Context: an optimization exercise on an open-source flow, tuned for a short achievable clock period and low power. The choices shown serve that exercise and are no tape-out recipe. Only simulation tests tie the RTL to the original design; equivalence was not proved. Power figures rest on the tool's default switching activity, not on a simulated workload.

==> flow/design.v, too long to show whole: its modules and the start of the top module <==
// module bn_mul_tree: 3836 lines
// module bn_mac_unit: 248 lines
module bn_mac_unit (
	input wire aclk,
	input wire aresetn,
	input wire aclken,
	input wire bypass,
	input wire[1:0] bn_calfmt,
	input wire[4:0] fixed_point_quat_accrc,
	input wire[31:0] mac_cell_i_op_a,
	input wire[31:0] mac_cell_i_op_x,
	input wire[31:0] mac_cell_i_op_b,
	input wire mac_cell_i_is_a_eq_1,
	input wire mac_cell_i_is_b_eq_0,
	input wire[1:0] mac_cell_i_info_along,
	input wire mac_cell_i_vld,
	output wire[31:0] mac_cell_o_res,
	output wire[1:0] mac_cell_o_info_along,
	output wire mac_cell_o_vld
);
  // ...
==> flow/run.sh <==
#!/bin/bash
# synth_recipe.tcl (not shown) runs the flow's synth.tcl, then flattens the netlist and writes it again
# the make line also repeats each setting of config.mk as NAME=value (left out here)
make -C /OpenROAD-flow-scripts/flow DESIGN_CONFIG=/design/flow/config.mk WORK_HOME=/design/flow/orfs CLKGATE_MAP_FILE= SYNTH_SCRIPT=/design/flow/synth_recipe.tcl finish
==> flow/config.mk <==
export PLATFORM = sky130hd
export DESIGN_NAME = bn_mac_unit
export DESIGN_NICKNAME = bn_mac_unit
export VERILOG_FILES = /design/flow/design.v
export SDC_FILE = /design/flow/constraint.sdc
export NUM_CORES = 4
export LEC_CHECK = 0
export CAP_MARGIN = 20
export CORE_MARGIN = 2
export CORE_UTILIZATION = 40
export SLEW_MARGIN = 20
==> flow/constraint.sdc <==
create_clock -name core_clock -period 9.0 [get_ports {aclk}]
set_input_delay 1.8000 -clock core_clock [delete_from_list [all_inputs] [get_ports {aclk}]]
set_output_delay 1.8000 -clock core_clock [all_outputs]
set_load 0.01 [all_outputs]
==> key figures, run 1 <==
Status
  – Status: timing/DRC/antenna clean

Clock network
  – Clock sink count: 977

Layout
  – Final Cell Area: 78440 um^2
  – Largest registers: P3 x64, RS2 x64, RC2 x63
  – Multi-input gate count: 4326
  – Most frequent cells in the layout: 963 x edfxtp_1, 703 x inv_1, 510 x xnor2_1
  – Clock-cell share: 4.924%

Synthesis
  – Yosys warnings: 2
  – Syn nets: 7248
  – Most frequent cells after synthesis: 963 x edfxtp_1, 705 x inv_1, 522 x xnor2_1
  – Yosys top cell by area: edfxtp_1
  – Largest family of logic cells by synthesized area: adder cells

Hold path
  – Min-Delay Endpoint: B2[22]

Detailed routing
  – Met3 wire length: 15250 um
  – Metal2 WL: 100500 um
  – Total Wirelength: 209800 um

Timing
  – Final WS setup: 3.897 ns
  – Tcrit/Tclk final: 56.70%
  – Total Neg Setup Slack: 0 ns

GRT
  – Met2 Usage GRT: 38.41%
  – First-pass GRT wire length: 316000 um
  – Met1 Use GR: 29.53%

Power
  – Switching portion of total power: 39.69%

Worst setup path
  – Critical path's slowest cell: nor2_1
  – WP data required: 9.52 ns
  – Worst setup EP type: flip-flop

Place
  – Port Buffer Count: 146
==> inputs of run 2 (changes only) <==
--- a/flow/config.mk
+++ b/flow/config.mk
@@ -5,7 +5,10 @@
 export SDC_FILE = /design/flow/constraint.sdc
 export NUM_CORES = 4
 export LEC_CHECK = 0
+export ABC_CLOCK_PERIOD_IN_PS = 2500
 export CAP_MARGIN = 20
 export CORE_MARGIN = 2
-export CORE_UTILIZATION = 40
+export CORE_UTILIZATION = 65
+export PLACE_DENSITY = 0.75
+export SETUP_SLACK_MARGIN = 5
 export SLEW_MARGIN = 20
==> run 2 against run 1 <==
  * Count of clock-buffer cells in the layout shrank 12
  * Global-route usage grew 15 points
  * Cell count shrank 9.7%
  * Non-clock buffer count grew 83
  * Combinational power grew 12%
  * Fmax grew 28%
  * Sequential power is essentially flat
  * First-iteration DRC count grew 51%
  * Worst setup slack gained 1.1 ns
  * Critical endpoint is now tree_u.r3_s1015
  * Largest cell class unchanged
==> key figures, run 2 <==
Synthesis
  – Post-Syn Area: 70620 um^2 (unchanged)
  – Most used DFF post-synth: edfxtp_1 (unchanged)
  – Syn nets: 7248 (unchanged)
  – Fraction of registers with async set/reset: 0.8188% (unchanged)
  – Seq/Total Area, Yosys: 41.40% (unchanged)
  – Post-synth EDFFs: 963 (unchanged)
  – Yosys top cell by area: edfxtp_1 (unchanged)
  – Syn Area/Cell: 10.87 um^2 (unchanged)
  – Largest cells by area after synthesis: edfxtp_1 41%, fa_1 12%, xnor2_1 6.5% (unchanged)
  – Yosys warnings: 2 (unchanged)
  – Most frequent cell after synthesis: edfxtp_1 (unchanged)
  – Synth top area share: 40.95% (unchanged)
  – Cell variety after synth: 103 (unchanged)
  – Most frequent cells after synthesis: 963 x edfxtp_1, 705 x inv_1, 522 x xnor2_1 (unchanged)
  – Seq cells post-synth: 977 (unchanged)
  – Post-Syn Instances: 6499 (unchanged)

Layout
  – Layout cells sized above 1: 9.945% (was 8.077%)
  – Area of the multi-input gates: 37670 um^2 (was 37230 um^2)
  – Nets: 7235 (was 7152)
  – Core Util, Final: 72.99% (was 44.64%)
  – Layout area overhead: 10.95% (was 11.06%)
  – Most frequent cells in the layout: 963 x edfxtp_1, 703 x inv_1, 510 x xnor2_1 (unchanged)
  – # fillers: 7414 (was 16268)
  – Sequential cell area: 29240 um^2 (unchanged)
  – Largest registers: P3 x64, RS2 x64, RC2 x63 (unchanged)
  – Most common library cell in the layout ignoring fill and taps: edfxtp_1 (unchanged)
  – Non-Filler Instances: 7982 (was 8843)

Clock network
  – Clock transition at path regs: 0.07 ns (was 0.06 ns)
  – Clock sink count: 977 (unchanged)
  – CTS tree: built (unchanged)
  – Max Root-Sink Buffers: 3 (unchanged)
  – Clock latency on the worst-skew pair: 0.73 ns (was 0.80 ns)
  – CTS Hold Buffers Added: 0 (unchanged)
  – CTS buffer count: 105 (was 111)
  – CTS H-tree depth: 3 (unchanged)
  – Root Buffer Master: clkbuf_16 (unchanged)

Timing
  – Relative slew slack: 18.98% (was 19.53%)
  – Clock tree skew after final layout: 0.04520 ns (was 0.08528 ns)
  – Unrepaired setup endpoints after global routing: yes (was no)
  – Tcrit/Tclk final: 44.46% (was 56.70%)
  – Fmax: 249.9 MHz (was 195.9 MHz)
  – Total Neg Setup Slack: 0 ns (unchanged)
  – Post-layout min period: 4.001 ns (was 5.103 ns)
  – Final hold violations: 0 (unchanged)
  – Worst Max-Slew Pin Slew: 1.213 ns (was 1.202 ns)
  – Final setup violation count: 0 (unchanged)
  – Final slew viol count: 0 (unchanged)

Power
  – PwrDens: 314.5 nW/um^2 (was 299.3 nW/um^2)
  – Worst IR Drop VDD: 0.3108 mV (was 0.1819 mV)
  – Leakage: 30.36 nW (was 29.84 nW)

Die
  – Die height: 333.6 um (was 424.2 um)
  – Die width: 333.6 um (was 424.2 um)
  – Num rows: 120 (was 154)
  – Die area: 111300 um^2 (was 179900 um^2)
  – I/O pin cnt: 147 (unchanged)
  – Starting Density: 65.79% (was 40.19%)
  – Core area: 107400 um^2 (was 175700 um^2)

Worst setup path
  – Critical path's slowest cell: fa_1 (was nor2_1)
  – Crit path buf inv count: 6 (was 1)
  – Cell-by-cell trace of the critical path: buf_4 > buf_6 > xnor2_1 > buf_4 > inv_4 > xnor2_1 > fa_1 > inv_1 > fa_1 > inv_1 > fa_1 (was nor3_1 > nand4_1 > o31a_1 > xnor2_4 > nor2_1 > buf_4 > nand2_1 > xnor2_1 > ha_1 > nand2_1 > o2bb2ai_2 > nand2b_4 > or2_1 > a22o_1 > a21oi_1 > o21ai_1)
  – Worst setup EP type: flip-flop (unchanged)
  – CP max stage delay: 0.55 ns (was 0.66 ns)
  – Crit-path leading delay family: adder cells (was simple AND/OR/NAND/NOR gates)
  – Max FO, Critical Path: 28 (was 19)
  – WP data required: 9.45 ns (was 9.52 ns)
  – Setup CP Type: flip-flop to flip-flop (unchanged)
  – Crit path DAT: 4.45 ns (was 5.62 ns)
  – Startpoint types: flip-flop (unchanged)
  – Most frequent CP cell: fa_1 (was nand2_1)

Detailed routing
  – Vias: 53380 (was 50332)
  – Drt initial violations: 7694 (was 5096)
  – WL per Instance: 27.16 um (was 23.72 um)
  – DR pass1 iterations: 9 (was 6)
  – Total Wirelength: 216800 um (was 209800 um)
  – Routed vias/inst: 6.688 (was 5.692)
  – DRC viols: 0 (unchanged)
  – Antenna Nets Post-Route: 0 (unchanged)

Place
  – Placed Instances: 7695 (was 8626)
  – Gpl congestion: 0.9765 (was 0.9241)
  – Detail Placement HPWL: 145900 um (was 146800 um)
  – Port Buffer Count: 146 (unchanged)

GRT
  – Gr usage total: 38.20% (was 23.09%)
  – GRT overflow: 0 (unchanged)
  – Vias in the first global route: 51911 (was 50255)
  – First-pass GRT wire length: 319400 um (was 316000 um)
  – Largest net degree at the start of global routing: 165 (was 182)
  – Antenna violations before repair: 17 (was 2)

Run
  – Max_cap viols: 0 (unchanged)

Status
  – Status: timing/DRC/antenna clean (unchanged)

Hold path
  – Hold Crit Class: flip-flop to flip-flop (unchanged)
==> run 2: cell types whose count changed in the layout (fill, tap and decap cells not counted), sizes merged, moves of 3 or more <==
| cell | before | now |
|---|---|---|
| buf | 122 | 200 |
| clkbuf | 124 | 115 |
| clkinv | 61 | 54 |
| clkinvlp | 9 | 14 |
| bufinv | 16 | 19 |
==> run 2: logic make-up after synthesis <==
kind of cell,synth area share (%)
AOI/OAI and AO/OA,14.34
DFF,41.40
muxes,4.569
and+or+nand+nor,7.657
xor gates and xnor gates,9.652
adders and majority gates,15.94
buffers and inverters,6.443
==> run 2: cell type report <==
cell class	instances	share of cell area, %
diodes	3	0.009581
clock buffers	112	3.441
clock inverters	85	1.317
well taps	1403	2.240
multi-input cells	4332	48.08
flip-flops and latches	977	37.32
repair buffers	351	4.118
inverters	719	3.476
==> run 2: per-stage QoR <==
stage / instance area (um^2) / total power, mW / hold WS, ns / setup WS, ns
2_1_floorplan: 70750 / 14.83 / 0.4003 / 3.886
3_3_place_gp: 73460 / 18.89 / 0.4004 / 4.311
3_5_place_dp: 73470 / 19.33 / 0.4045 / 4.199
4_1_cts: 77620 / 24.09 / 0.3855 / 4.983
5_1_grt: 78350 / 25.91 / 0.3866 / 4.872
6_report: 78360 / 24.64 / 0.3902 / 4.999
==> run 2: path summary, 6_finish.rpt <==
kind / slack (ns) / cells past startpoint / endpoint / startpoint
hold / removal: 0.39 / 0 / RC2[0] / tree_u.r3_neg3
max in group asynchronous: 7.37 / 1 / v[5] / aresetn
hold reg to reg: 0.39 / 0 / RC2[0] / tree_u.r3_neg3
min in group asynchronous: 1.36 / 1 / vld_r / aresetn
setup reg to reg: 5.00 / 11 / tree_u.r3_s1015 / F0
setup / recovery: 5.00 / 11 / tree_u.r3_s1015 / F0
==> run 2: power breakdown <==
group	switching [mW]	leakage [nW]	total (mW)	internal, mW
clock network	1.96	1.80	4.70	2.73
logic	7.53	19.5	12.3	4.72
registers	0.661	9.09	7.69	7.03
total	10.2	30.4	24.6	14.5
==> run 2: timing repair <==
item | CTS | global route
pin swaps | 5 | 26
resized for setup | 44 | 44
endpoints found under the setup margin | 121 | 429
setup buffers | 22 | 56
gates cloned | 4 | 5
==> run 2: layer usage <==
metal / track usage, % / share of wire [%]
met4: 16.00 / 4.8
met2: 55.74 / 43
met3: 11.91 / 14
met1: 53.22 / 38
met5: 0 / 0.045
==> inputs of run 3 (changes only) <==
--- a/flow/config.mk
+++ b/flow/config.mk
@@ -8,7 +8,6 @@
 export ABC_CLOCK_PERIOD_IN_PS = 2500
 export CAP_MARGIN = 20
 export CORE_MARGIN = 2
-export CORE_UTILIZATION = 65
-export PLACE_DENSITY = 0.75
+export CORE_UTILIZATION = 40
 export SETUP_SLACK_MARGIN = 5
 export SLEW_MARGIN = 20
==> run 3 against run 2 <==
  * Still clean on timing, DRC and antenna
  * Global-route usage fell by 15 points
  * Non-clock buffer count fell by 5
  * Flip-flop and latch count did not move
  * First-iteration DRC count fell by 33%
  * Area after synthesis did not move
  * Highest routed layer unchanged
==> key figures, run 3 <==
Power
  – PwrDens: 299.7 nW/um^2 (was 314.5 nW/um^2)
  – Worst IR Drop VDD: 0.1892 mV (was 0.3108 mV)
  – Leakage: 30.43 nW (was 30.36 nW)
  – Tot Pwr: 23.87 mW (was 24.64 mW)

Worst setup path
  – Worst r2r dst: tree_u.r3_s1033 (was tree_u.r3_s1015)
  – CP max stage delay: 0.65 ns (was 0.55 ns)
  – Worst setup EP type: flip-flop (unchanged)
  – WP data required: 9.47 ns (was 9.45 ns)
  – Crit-path leading delay family: adder cells (unchanged)
  – Critical path's slowest cell: xnor2_4 (was fa_1)
  – Crit path buf inv count: 4 (was 6)
  – Critical R2R Launch: F0 (unchanged)
  – Cell-by-cell trace of the critical path: buf_8 > xnor2_4 > buf_4 > xor2_1 > fa_1 > inv_1 > fa_1 > inv_1 > fa_1 (was buf_4 > buf_6 > xnor2_1 > buf_4 > inv_4 > xnor2_1 > fa_1 > inv_1 > fa_1 > inv_1 > fa_1)
  – Crit path DAT: 4.38 ns (was 4.45 ns)
  – Setup CP Type: flip-flop to flip-flop (unchanged)
  – Max FO, Critical Path: 20 (was 28)
  – Worst reg2reg path depth: 9 (was 11)
  – Startpoint types: flip-flop (unchanged)
  – Most frequent CP cell: fa_1 (unchanged)
  – Worst R2R Setup Slack: 5.09 ns (was 5.00 ns)

Timing
  – Total Neg Setup Slack: 0 ns (unchanged)
  – Post-layout min period: 3.913 ns (was 4.001 ns)
  – Relative slew slack: 19.42% (was 18.98%)
  – Clock tree skew after final layout: 0.07853 ns (was 0.04520 ns)
  – Tcrit/Tclk final: 43.48% (was 44.46%)
  – Unrepaired setup endpoints after global routing: yes (unchanged)
  – Final slew viol count: 0 (unchanged)
  – Worst Max-Slew Pin Slew: 1.208 ns (was 1.213 ns)
  – Final hold violations: 0 (unchanged)
  – Hold slack final: 0.3779 ns (was 0.3902 ns)
  – Fmax: 255.6 MHz (was 249.9 MHz)
  – Final setup violation count: 0 (unchanged)

Synthesis
  – Post-Syn Area: 70620 um^2 (unchanged)
  – Yosys top cell by area: edfxtp_1 (unchanged)
  – Seq/Total Area, Yosys: 41.40% (unchanged)
  – Cell variety after synth: 103 (unchanged)
  – Most frequent cells after synthesis: 963 x edfxtp_1, 705 x inv_1, 522 x xnor2_1 (unchanged)
  – Largest cells by area after synthesis: edfxtp_1 41%, fa_1 12%, xnor2_1 6.5% (unchanged)
  – Syn nets: 7248 (unchanged)
  – Synth top area share: 40.95% (unchanged)
  – Yosys warnings: 2 (unchanged)
  – Post-synth EDFFs: 963 (unchanged)
  – Seq cells post-synth: 977 (unchanged)
  – Fraction of registers with async set/reset: 0.8188% (unchanged)
  – Most used DFF post-synth: edfxtp_1 (unchanged)
  – Most frequent cell after synthesis: edfxtp_1 (unchanged)
  – Post-Syn Instances: 6499 (unchanged)
  – Syn Area/Cell: 10.87 um^2 (unchanged)

Status
  – Status: timing/DRC/antenna clean (unchanged)

Detailed routing
  – DRC viols: 0 (unchanged)
  – Drt initial violations: 5124 (was 7694)
  – Antenna Nets Post-Route: 0 (unchanged)
  – Total Wirelength: 217800 um (was 216800 um)
  – WL per Instance: 24.42 um (was 27.16 um)
  – Vias: 50960 (was 53380)
  – Routed vias/inst: 5.713 (was 6.688)
  – DR pass1 iterations: 6 (was 9)

Die
  – Core area: 175700 um^2 (was 107400 um^2)
  – Die area: 179900 um^2 (was 111300 um^2)
  – I/O pin cnt: 147 (unchanged)
  – Starting Density: 40.19% (was 65.79%)
  – Num rows: 154 (was 120)
  – Die height: 424.2 um (was 333.6 um)
  – Die width: 424.2 um (was 333.6 um)

Layout
  – Largest registers: P3 x64, RS2 x64, RC2 x63 (unchanged)
  – Final Cell Area: 79640 um^2 (was 78360 um^2)
  – Area of the multi-input gates: 37670 um^2 (about the same)
  – # fillers: 16142 (was 7414)
  – Most common library cell in the layout ignoring fill and taps: edfxtp_1 (unchanged)
  – Layout cells sized above 1: 10.06% (was 9.945%)
  – Most frequent cells in the layout: 963 x edfxtp_1, 702 x inv_1, 508 x xnor2_1 (was 963 x edfxtp_1, 703 x inv_1, 510 x xnor2_1)
  – Sequential cell area: 29240 um^2 (unchanged)
  – Layout area overhead: 12.77% (was 10.95%)
  – Nets: 7233 (was 7235)

Clock network
  – Max Root-Sink Buffers: 3 (unchanged)
  – CTS tree: built (unchanged)
  – CTS buffer count: 110 (was 105)
  – CTS Hold Buffers Added: 0 (unchanged)
  – Clock latency on the worst-skew pair: 0.80 ns (was 0.73 ns)
  – CTS H-tree depth: 3 (unchanged)
  – Clock sink count: 977 (unchanged)
  – Clock transition at path regs: 0.06 ns (was 0.07 ns)
  – Root Buffer Master: clkbuf_16 (unchanged)

Place
  – Gpl congestion: 0.9115 (was 0.9765)
  – Port Buffer Count: 146 (unchanged)
  – Detail Placement HPWL: 151100 um (was 145900 um)
  – Area of placed instances: 74580 um^2 (was 73470 um^2)

GRT
  – Met1 Use GR: 30.12% (was 53.22%)
  – First-pass GRT wire length: 323400 um (was 319400 um)
  – Gr busiest metal: met2 (unchanged)
  – Met2 Usage GRT: 39.77% (was 55.74%)
  – Vias in the first global route: 51209 (was 51911)
  – GRT overflow: 0 (unchanged)
  – Met3 usage: 4.235% (was 11.91%)
  – Gr usage total: 23.61% (was 38.20%)
  – Largest net degree at the start of global routing: 171 (was 165)
  – Antenna violations before repair: 4 (was 17)

Hold path
  – Hold_sp: B3[0] (was tree_u.r3_neg3)
  – Hold Crit Class: flip-flop to flip-flop (unchanged)
  – Hold Crit Depth: 0 (unchanged)
  – Min-Delay Endpoint: B4[0] (was RC2[0])

Run
  – Max_cap viols: 0 (unchanged)
## run 3: cell counts after synthesis
No cell type changed its count.
## run 3: cells by family after synthesis
logic type,Yosys count,share of synthesized area (%)
xor+xnor,774,9.652
simple gates,1146,7.657
flops,977,41.40
buf+inv,1196,6.443
mux,240,4.569
compound gates,1527,14.34
fa+ha+maj,639,15.94
## run 3: worst max-delay path by stage
stage | startpoint | end | depth (start not counted)
global route | SUM5[32] | PE6[9] | 18
floorplan | aclken | AXE1[0] | 3
finish | F0 | tree_u.r3_s1033 | 9
global placement | SUM5[32] | PE6[8] | 17
CTS | F0 | tree_u.r3_s1033 | 9
detailed placement | SUM5[32] | PE6[9] | 18
## run 3: area by class of cell
| type | count | area share, % |
|---|---|---|
| Tap cell | 2340 | 3.676 |
| Inverter | 719 | 3.434 |
| Timing Repair Buffer | 346 | 3.956 |
| Antenna cell | 1 | 0.003142 |
| Clock inverter | 87 | 1.411 |
| Clock buffer | 120 | 3.503 |
| Multi-Input combinational cell | 4330 | 47.30 |
| Sequential cell | 977 | 36.72 |
## run 3: where the power goes
part | leakage, nW | switching (mW) | internal, mW
Combinational | 19.5 | 6.85 | 4.50
Sequential | 9.09 | 0.643 | 7.02
Clock | 1.88 | 2.02 | 2.82
Total | 30.4 | 9.52 | 14.3
## run 3: per-stage QoR
step / setup slack [ns] / util, % / instances
after floorplan: 3.886 / - / 6499
after global placement: 4.104 / 42.43 / 8635
after detailed placement: 4.138 / 42.44 / 8635
after CTS: 4.991 / 44.89 / 8862
after global routing: 4.926 / 45.32 / 8919
final: 5.087 / 45.32 / 8920
## run 3: timing repair
item,in CTS,in global routing
buffers inserted,18,52
resized for setup,47,64
setup endpoints to repair,119,459
gates cloned,2,4
pin swaps,6,20
## run 3: per-layer routing
layer / vias to the layer above / wire [um]
met2: 2358 / 105100
li1: 22827 / -
met5: - / 12
met3: 561 / 16800
met1: 25212 / 86570
met4: 2 / 9245
==> inputs of run 4 (changes only) <==
--- a/flow/config.mk
+++ b/flow/config.mk
@@ -9,5 +9,7 @@
 export CAP_MARGIN = 20
 export CORE_MARGIN = 2
 export CORE_UTILIZATION = 40
+export CTS_BUF_LIST = sky130_fd_sc_hd__clkbuf_4 sky130_fd_sc_hd__clkbuf_8
+export CTS_CLUSTER_SIZE = 20
 export SETUP_SLACK_MARGIN = 5
 export SLEW_MARGIN = 20
==> run 4 against run 3 <==
  * Still clean on timing, DRC and antenna
  * Power is 1.1% lower
  * Clock power is 5.8% lower
  * Count of clock-buffer cells in the layout rose by 93
  * First-iteration DRC count up 2.0%
  * Global-route usage increased by 0.24 points
  * Sequential power barely moved
  * Highest routed layer unchanged
  * Sequential share of layout area barely moved
  * Non-clock buffer count grew 13
  * Worst setup slack gained 0.0063 ns
==> key figures, run 4 <==
Timing
  – Final WS setup: 5.093 ns (was 5.087 ns)
  – Final setup violation count: 0 (unchanged)
  – Final slew viol count: 0 (unchanged)
  – Worst Max-Slew Pin Slew: 1.239 ns (was 1.208 ns)
  – Clock tree skew after final layout: 0.06629 ns (was 0.07853 ns)
  – Tcrit/Tclk final: 43.41% (was 43.48%)
  – Final hold violations: 0 (unchanged)
  – Unrepaired setup endpoints after global routing: no (was yes)
  – Fmax: 256.0 MHz (was 255.6 MHz)
  – Hold slack final: 0.4052 ns (was 0.3779 ns)
  – Total Neg Setup Slack: 0 ns (unchanged)
  – Relative slew slack: 17.40% (was 19.42%)
  – Post-layout min period: 3.907 ns (was 3.913 ns)

Synthesis
  – Yosys warnings: 2 (unchanged)
  – Most frequent cell after synthesis: edfxtp_1 (unchanged)
  – Syn Area/Cell: 10.87 um^2 (unchanged)
  – Mux share of post-synthesis cell area: 4.569% (unchanged)
  – Most frequent cells after synthesis: 963 x edfxtp_1, 705 x inv_1, 522 x xnor2_1 (unchanged)
  – Post-Syn Instances: 6499 (unchanged)
  – Synth top area share: 40.95% (unchanged)
  – Largest family of logic cells by synthesized area: adder cells (unchanged)
  – Cell variety after synth: 103 (unchanged)
  – Post-synth EDFFs: 963 (unchanged)
  – Seq/Total Area, Yosys: 41.40% (unchanged)
  – Yosys top cell by area: edfxtp_1 (unchanged)
  – Largest cells by area after synthesis: edfxtp_1 41%, fa_1 12%, xnor2_1 6.5% (unchanged)
  – XOR/XNOR Fraction of Synth Area: 9.652% (unchanged)
  – Adder-cell share of the synthesized area: 15.94% (unchanged)
  – Fraction of registers with async set/reset: 0.8188% (unchanged)
  – Most used DFF post-synth: edfxtp_1 (unchanged)
  – Complex-gate fraction of the synthesized area: 14.34% (unchanged)
  – Seq cells post-synth: 977 (unchanged)
  – Syn nets: 7248 (unchanged)
  – Synth Area in Simple Gates: 7.657% (unchanged)
  – Post-Syn Area: 70620 um^2 (unchanged)

GRT
  – GRT overflow: 0 (unchanged)
  – Vias in the first global route: 51713 (was 51209)
  – First-pass GRT wire length: 325300 um (was 323400 um)
  – Gr usage total: 23.85% (was 23.61%)
  – Antenna violations before repair: 4 (unchanged)
  – Largest net degree at the start of global routing: 171 (unchanged)

Clock network
  – Clock latency on the worst-skew pair: 0.97 ns (was 0.80 ns)
  – Root Buffer Master: clkbuf_8 (was clkbuf_16)
  – Clock sink count: 977 (unchanged)
  – CTS buffer count: 170 (was 110)
  – Clock transition at path regs: 0.06 ns (about the same)
  – Max Root-Sink Buffers: 3 (unchanged)
  – CTS tree: built (unchanged)
  – CTS H-tree depth: 4 (was 3)

Worst setup path
  – Setup CP Type: flip-flop to flip-flop (unchanged)
  – Max FO, Critical Path: 9 (was 20)
  – Startpoint types: flip-flop (unchanged)
  – Worst R2R Setup Slack: 5.09 ns (about the same)
  – Worst setup EP type: flip-flop (unchanged)
  – Crit path DAT: 4.57 ns (was 4.38 ns)
  – WP data required: 9.66 ns (was 9.47 ns)

Hold path
  – Hold Crit Class: flip-flop to flip-flop (unchanged)

Detailed routing
  – Drt initial violations: 5225 (was 5124)
  – Routed vias/inst: 5.684 (was 5.713)
  – WL per Instance: 24.28 um (was 24.42 um)
  – Vias: 51329 (was 50960)
  – Total Wirelength: 219200 um (was 217800 um)
  – DR pass1 iterations: 6 (unchanged)
  – DRC viols: 0 (unchanged)
  – Antenna Nets Post-Route: 0 (unchanged)

Status
  – Status: timing/DRC/antenna clean (unchanged)

Place
  – Gpl congestion: 0.9115 (unchanged)
  – Detail Placement HPWL: 151100 um (unchanged)
  – Pre-CTS setup slack: 4.138 ns (unchanged)
  – Area of placed instances: 74580 um^2 (unchanged)
  – Placed Instances: 8635 (unchanged)
  – Port Buffer Count: 146 (unchanged)

Layout
  – Most frequent cells in the layout: 963 x edfxtp_1, 702 x inv_1, 508 x xnor2_1 (unchanged)
  – Core Util, Final: 45.28% (was 45.32%)
  – Largest registers: P3 x64, RS2 x64, RC2 x63 (unchanged)
  – Layout area overhead: 12.66% (was 12.77%)
  – Nets: 7307 (was 7233)
  – Most common library cell in the layout ignoring fill and taps: edfxtp_1 (unchanged)
  – Non-Filler Instances: 9031 (was 8920)
  – Layout cells sized above 1: 11.58% (was 10.06%)
  – Final Cell Area: 79570 um^2 (was 79640 um^2)

Run
  – Max_cap viols: 0 (unchanged)

Die
  – Die area: 179900 um^2 (unchanged)
  – Starting Density: 40.19% (unchanged)
  – I/O pin cnt: 147 (unchanged)
  – Num rows: 154 (unchanged)
  – Core area: 175700 um^2 (unchanged)
  – Die height: 424.2 um (unchanged)
  – Die width: 424.2 um (unchanged)

Power
  – PwrDens: 296.6 nW/um^2 (was 299.7 nW/um^2)
  – Leakage: 30.54 nW (was 30.43 nW)
  – Worst IR Drop VDD: 0.1685 mV (was 0.1892 mV)
  – Tot Pwr: 23.60 mW (was 23.87 mW)
[run 4: kinds of logic (layout without fill, tap and decap cells)]
logic type | Yosys count | in the layout
DFF | 977 | 977
other | 0 | 1
buffers and inverters | 1196 | 1383
xor gates and xnor gates | 774 | 774
AOI/OAI and AO/OA | 1527 | 1530
adders and majority gates | 639 | 639
and+or+nand+nor | 1146 | 1147
muxes | 240 | 240
[run 4: worst max-delay path: stages (launching register included)]
cell and delay, ns:
edfxtp_1 0.75, nand2_1 0.75, o22ai_1 0.40, xnor2_1 0.14
fa_1 0.55, inv_1 0.05, fa_1 0.49, inv_1 0.05
fa_1 0.43
[run 4: report_power, final]
part	total (mW)	internal, mW	switching (mW)
logic	11.4	4.51	6.87
registers	7.67	7.03	0.641
clock network	4.56	2.50	2.05
[run 4: what timing repair did]
item | 4_1_cts | 5_1_grt
gates resized for setup | 49 | 59
gates cloned | 3 | 4
endpoints found under the setup margin | 123 | 107
setup buffers | 16 | 67
pin swaps | 6 | 20
hold buffers | 0 | 0
[run 4: per-layer routing]
metal | routed length, um | track usage, % | up-vias
li1 | - | - | 22991
met1 | 86790 | 30.21 | 25423
met2 | 105800 | 40.02 | 2351
met3 | 17060 | 4.732 | 562
met4 | 9589 | 9.490 | 2
met5 | 12 | 0 | -
[run 4: cell type report]
| type | count | area (um^2) |
|---|---|---|
| fillers | 16247 | 96160 |
| multi-input cells | 4330 | 37670 |
| flip-flops and latches | 977 | 29240 |
| repair buffers | 359 | 3241 |
| well taps | 2340 | 2928 |
| inverters | 719 | 2735 |
| clock buffers | 213 | 2681 |
| clock inverters | 91 | 1064 |
| repair inverters | 1 | 5.005 |
| diodes | 1 | 2.502 |
[run 4: final timing paths]
path | from | endpoint | cells after the start
worst max-delay path | A0[25] | tree_u.r3_s1021 | 8
worst min register to register | E4[1] | E5[1] | 0
max in group asynchronous | aresetn | v[1] | 1
worst max register to register | A0[25] | tree_u.r3_s1021 | 8
worst min-delay path | E4[1] | E5[1] | 0
min in group asynchronous | aresetn | v[0] | 1
==> inputs of run 5 (changes only) <==
--- a/flow/config.mk
+++ b/flow/config.mk
@@ -5,7 +5,7 @@
 export SDC_FILE = /design/flow/constraint.sdc
 export NUM_CORES = 4
 export LEC_CHECK = 0
-export ABC_CLOCK_PERIOD_IN_PS = 2500
+export ABC_AREA = 1
 export CAP_MARGIN = 20
 export CORE_MARGIN = 2
 export CORE_UTILIZATION = 40
==> run 5 against run 4 <==
  * Die area shrank 2.7%
  * Count of clock-buffer cells in the layout grew 2
  * Sequential share of layout area grew 0.82 points
  * Cell count grew 5.3%
  * Area after synthesis shrank 2.7%
  * Register-to-register slack lost 0.34 ns
  * Non-clock buffer count shrank 33
  * Power shrank 13%
==> key figures, run 5 <==
Clock network
  – CTS Hold Buffers Added: 0 (unchanged)
  – Clock sink count: 977 (unchanged)
  – Root Buffer Master: clkbuf_8 (unchanged)
  – CTS H-tree depth: 4 (unchanged)
  – CTS tree: built (unchanged)
  – Clock latency on the worst-skew pair: 0.98 ns (was 0.97 ns)
  – Clock transition at path regs: 0.06 ns (about the same)
  – Max Root-Sink Buffers: 3 (unchanged)
  – CTS buffer count: 172 (was 170)

Detailed routing
  – DR pass1 iterations: 6 (unchanged)
  – Total Wirelength: 212300 um (was 219200 um)
  – Antenna Nets Post-Route: 0 (unchanged)
  – Drt initial violations: 5022 (was 5225)
  – Vias: 52574 (was 51329)
  – WL per Instance: 22.32 um (was 24.28 um)
  – DRC viols: 0 (unchanged)
  – Routed vias/inst: 5.527 (was 5.684)

Timing
  – Clock tree skew after final layout: 0.07678 ns (was 0.06629 ns)
  – Final slew viol count: 0 (unchanged)
  – Fmax: 235.2 MHz (was 256.0 MHz)
  – Total Neg Setup Slack: 0 ns (unchanged)
  – Final hold violations: 0 (unchanged)
  – Relative slew slack: 12.42% (was 17.40%)
  – Worst Max-Slew Pin Slew: 1.314 ns (was 1.239 ns)
  – Post-layout min period: 4.252 ns (was 3.907 ns)
  – Tcrit/Tclk final: 47.24% (was 43.41%)
  – Final WS setup: 4.748 ns (was 5.093 ns)
  – Final setup violation count: 0 (unchanged)
  – Unrepaired setup endpoints after global routing: yes (was no)

Synthesis
  – Yosys top cell by area: edfxtp_1 (unchanged)
  – Most used DFF post-synth: edfxtp_1 (unchanged)
  – Post-Syn Area: 68690 um^2 (was 70620 um^2)
  – Fraction of registers with async set/reset: 0.8188% (unchanged)
  – Most frequent cells after synthesis: 1050 x inv_1, 963 x edfxtp_1, 962 x nand2_1 (was 963 x edfxtp_1, 705 x inv_1, 522 x xnor2_1)
  – Syn nets: 7790 (was 7248)
  – Seq cells post-synth: 977 (unchanged)
  – Post-synth EDFFs: 963 (unchanged)
  – Most frequent cell after synthesis: inv_1 (was edfxtp_1)
  – Yosys warnings: 2 (unchanged)
  – Syn Area/Cell: 9.755 um^2 (was 10.87 um^2)
  – Seq/Total Area, Yosys: 42.57% (was 41.40%)
  – Cell variety after synth: 65 (was 103)
  – Largest cells by area after synthesis: edfxtp_1 42%, fa_1 13%, xor2_1 8.7% (was edfxtp_1 41%, fa_1 12%, xnor2_1 6.5%)
  – Synth top area share: 42.10% (was 40.95%)
  – Post-Syn Instances: 7041 (was 6499)

GRT
  – Met1 Use GR: 29.84% (was 30.21%)
  – Met2 Usage GRT: 39.05% (was 40.02%)
  – Gr usage total: 23.97% (was 23.85%)
  – Largest net degree at the start of global routing: 186 (was 171)
  – Met3 usage: 5.585% (was 4.732%)
  – Vias in the first global route: 53463 (was 51713)
  – First-pass GRT wire length: 320600 um (was 325300 um)
  – Gr busiest metal: met2 (unchanged)
  – GRT overflow: 0 (unchanged)
  – Antenna violations before repair: 5 (was 4)

Layout
  – Most common library cell in the layout ignoring fill and taps: inv_1 (was edfxtp_1)
  – Largest registers: P3 x64, RS2 x64, RC2 x63 (unchanged)
  – Most frequent cells in the layout: 1020 x inv_1, 963 x edfxtp_1, 900 x nand2_1 (was 963 x edfxtp_1, 702 x inv_1, 508 x xnor2_1)
  – Nets: 7877 (was 7307)
  – Final Cell Area: 77830 um^2 (was 79570 um^2)
  – Layout cells sized above 1: 10.41% (was 11.58%)
  – Layout area overhead: 13.32% (was 12.66%)

Place
  – Gpl congestion: 0.9349 (was 0.9115)
  – Pre-CTS setup slack: 3.049 ns (was 4.138 ns)
  – Port Buffer Count: 146 (unchanged)
  – Area of placed instances: 72500 um^2 (was 74580 um^2)
  – Detail Placement HPWL: 145000 um (was 151100 um)

Worst setup path
  – Crit path DAT: 5.06 ns (was 4.57 ns)
  – Worst setup EP type: flip-flop (unchanged)
  – Max FO, Critical Path: 19 (was 9)
  – Most frequent CP cell: nor2_1 (was fa_1)
  – Setup CP Type: flip-flop to flip-flop (unchanged)
  – CP max stage delay: 0.43 ns (was 0.75 ns)
  – WP data required: 9.81 ns (was 9.66 ns)
  – Worst R2R Setup Slack: 4.75 ns (was 5.09 ns)
  – Critical path's slowest cell: edfxtp_1 (unchanged)
  – Startpoint types: flip-flop (unchanged)

Die
  – I/O pin cnt: 147 (unchanged)
  – Die height: 418.4 um (was 424.2 um)
  – Num rows: 152 (was 154)
  – Die area: 175100 um^2 (was 179900 um^2)
  – Die width: 418.4 um (was 424.2 um)
  – Core area: 171200 um^2 (was 175700 um^2)
  – Starting Density: 40.13% (was 40.19%)

Power
  – Worst IR Drop VDD: 0.2337 mV (was 0.1685 mV)
  – Flop pwr share: 34.0% (was 32.5%)
  – NetSw: 8.201 mW (was 9.561 mW)
  – PwrDens: 263.2 nW/um^2 (was 296.6 nW/um^2)
  – Switching portion of total power: 40.03% (was 40.51%)
  – Leakage: 32.30 nW (was 30.54 nW)
  – Clk pwr share: 20.9% (was 19.3%)
  – Logic gate share of total power: 45.1% (was 48.2%)
  – P_int: 12.29 mW (was 14.04 mW)

Hold path
  – Hold Crit Class: flip-flop to flip-flop (unchanged)

Status
  – Status: timing/DRC/antenna clean (unchanged)

Run
  – Max_cap viols: 0 (unchanged)
==> run 5: cell count changes in the layout (fill, tap and decap cells not counted), moves of 159 or more <==
cell	before	now
nand2_1	417	900
a22oi_1	428	6
nand3_1	83	279
inv_1	702	1020
o22ai_1	78	524
xnor2_1	508	79
o21ai_0	261	420
xor2_1	237	679
==> run 5: critical path, delay by kind of cell (launching register included) <==
kind / cells / cell delay, ns
XOR/XNOR: 1 / 0.17
flip-flops: 1 / 0.43
AO/OA/AOI/OAI: 8 / 1.10
adder cells (fa/ha/maj): 3 / 0.81
buffers and inverters: 7 / 0.89
AND/OR/NAND/NOR: 9 / 0.70
==> run 5: kinds of logic after synthesis <==
kind of cell,synth area share (%)
compound gates,11.40
xor+xnor,9.893
fa+ha+maj,16.36
buf+inv,8.190
flops,42.57
mux,0.9181
simple gates,10.68
==> run 5: per-stage QoR <==
stage          hold WS (ns)  util, %  total power, mW  instances
2_1_floorplan        0.4003        -            12.66       7041
3_3_place_gp         0.4013    42.36            15.70       9116
4_1_cts              0.4048    44.76            20.33       9466
6_report             0.4040    45.47            20.49       9512
5_1_grt              0.4031    45.47            21.89       9509
3_5_place_dp         0.4045    42.36            15.87       9116
==> run 5: cell type report <==
class,count,area (um^2)
diodes,5,12.51
clock buffers,215,2690
clock inverters,105,863.3
fillers,16099,93330
inverters,1073,4065
multi-input cells,4577,35020
flip-flops and latches,977,29240
well taps,2233,2794
repair buffers,326,3138
repair inverters,1,5.005
==> run 5: metal layers <==
| layer | wire [um] | vias up | part of all wire, % |
|---|---|---|---|
| met3 | 17150 | 687 | 8.1 |
| li1 | - | 23897 | - |
| met5 | 0 | - | 0 |
| met2 | 99490 | 2526 | 47 |
| met4 | 10820 | 0 | 5.1 |
| met1 | 84830 | 25464 | 40 |
==> run 5: worst paths after layout <==
path,cells past startpoint,to,start
setup / recovery,28,PE6[9],SUM5[32]
hold / removal,0,E5[0],E4[0]
setup reg to reg,28,PE6[9],SUM5[32]
hold reg to reg,0,E5[0],E4[0]
max in group asynchronous,1,v[6],aresetn
min in group asynchronous,1,v[1],aresetn
==> run 5: power groups by stage <==
stage          clock network [mW]  registers, mW  logic (mW)
3_3_place_gp                    0           7.05        8.64
5_1_grt                      4.58           7.04        10.3
6_report                     4.29           6.97        9.23
3_5_place_dp                    0           7.07        8.80
4_1_cts                      4.39           6.98        8.96
2_1_floorplan                   0           6.94        5.72
==> run 5: what timing repair did <==
action	in CTS	in global routing
setup endpoints to repair	80	184
resized for setup	58	204
pin swaps	13	63
gates cloned	7	4
setup buffers	23	36
hold endpoints to repair	0	0

[re-timing with driven ports]
In the flow no input, the clock included, has a driving cell. The finished layouts below were timed again as built, in two steps.
Step 1 sets driving cells, clkbuf_16 on the clock port and buf_2 on the other inputs (assumed; they add their load-dependent delay and slew).
Step 2 adds t to the input delays and takes it off the output delays; t is the mean of the earliest and latest rising clock arrival at the registers after step 1. Input paths then give back, and output paths get back, about the clock's delay inside the block.
Slacks: no drivers / after step 1 / after step 2; pairs: no drivers / after step 1.
| run | t, ns | setup slack, ns | worst setup path at the end | clock arrival spread, ns |
|---|---|---|---|---|
| run 1 | 0.846 | 3.897 / 3.897 / 3.897 | register to register | 0.085 / 0.086 |
| run 2 | 0.788 | 4.999 / 4.999 / 4.397 | input to register | 0.045 / 0.045 |
| run 3 | 0.847 | 5.087 / 5.087 / 4.401 | input to register | 0.084 / 0.084 |
| run 4 | 1.018 | 5.093 / 5.093 / 4.175 | input to register | 0.075 / 0.075 |
| run 5 | 1.018 | 4.748 / 4.748 / 3.977 | input to register | 0.078 / 0.078 |
After both steps every run listed still meets setup and hold. The setup slack of run 4, which loses most, moves by 0.000 ns with the drivers and by -0.918 ns with both steps.
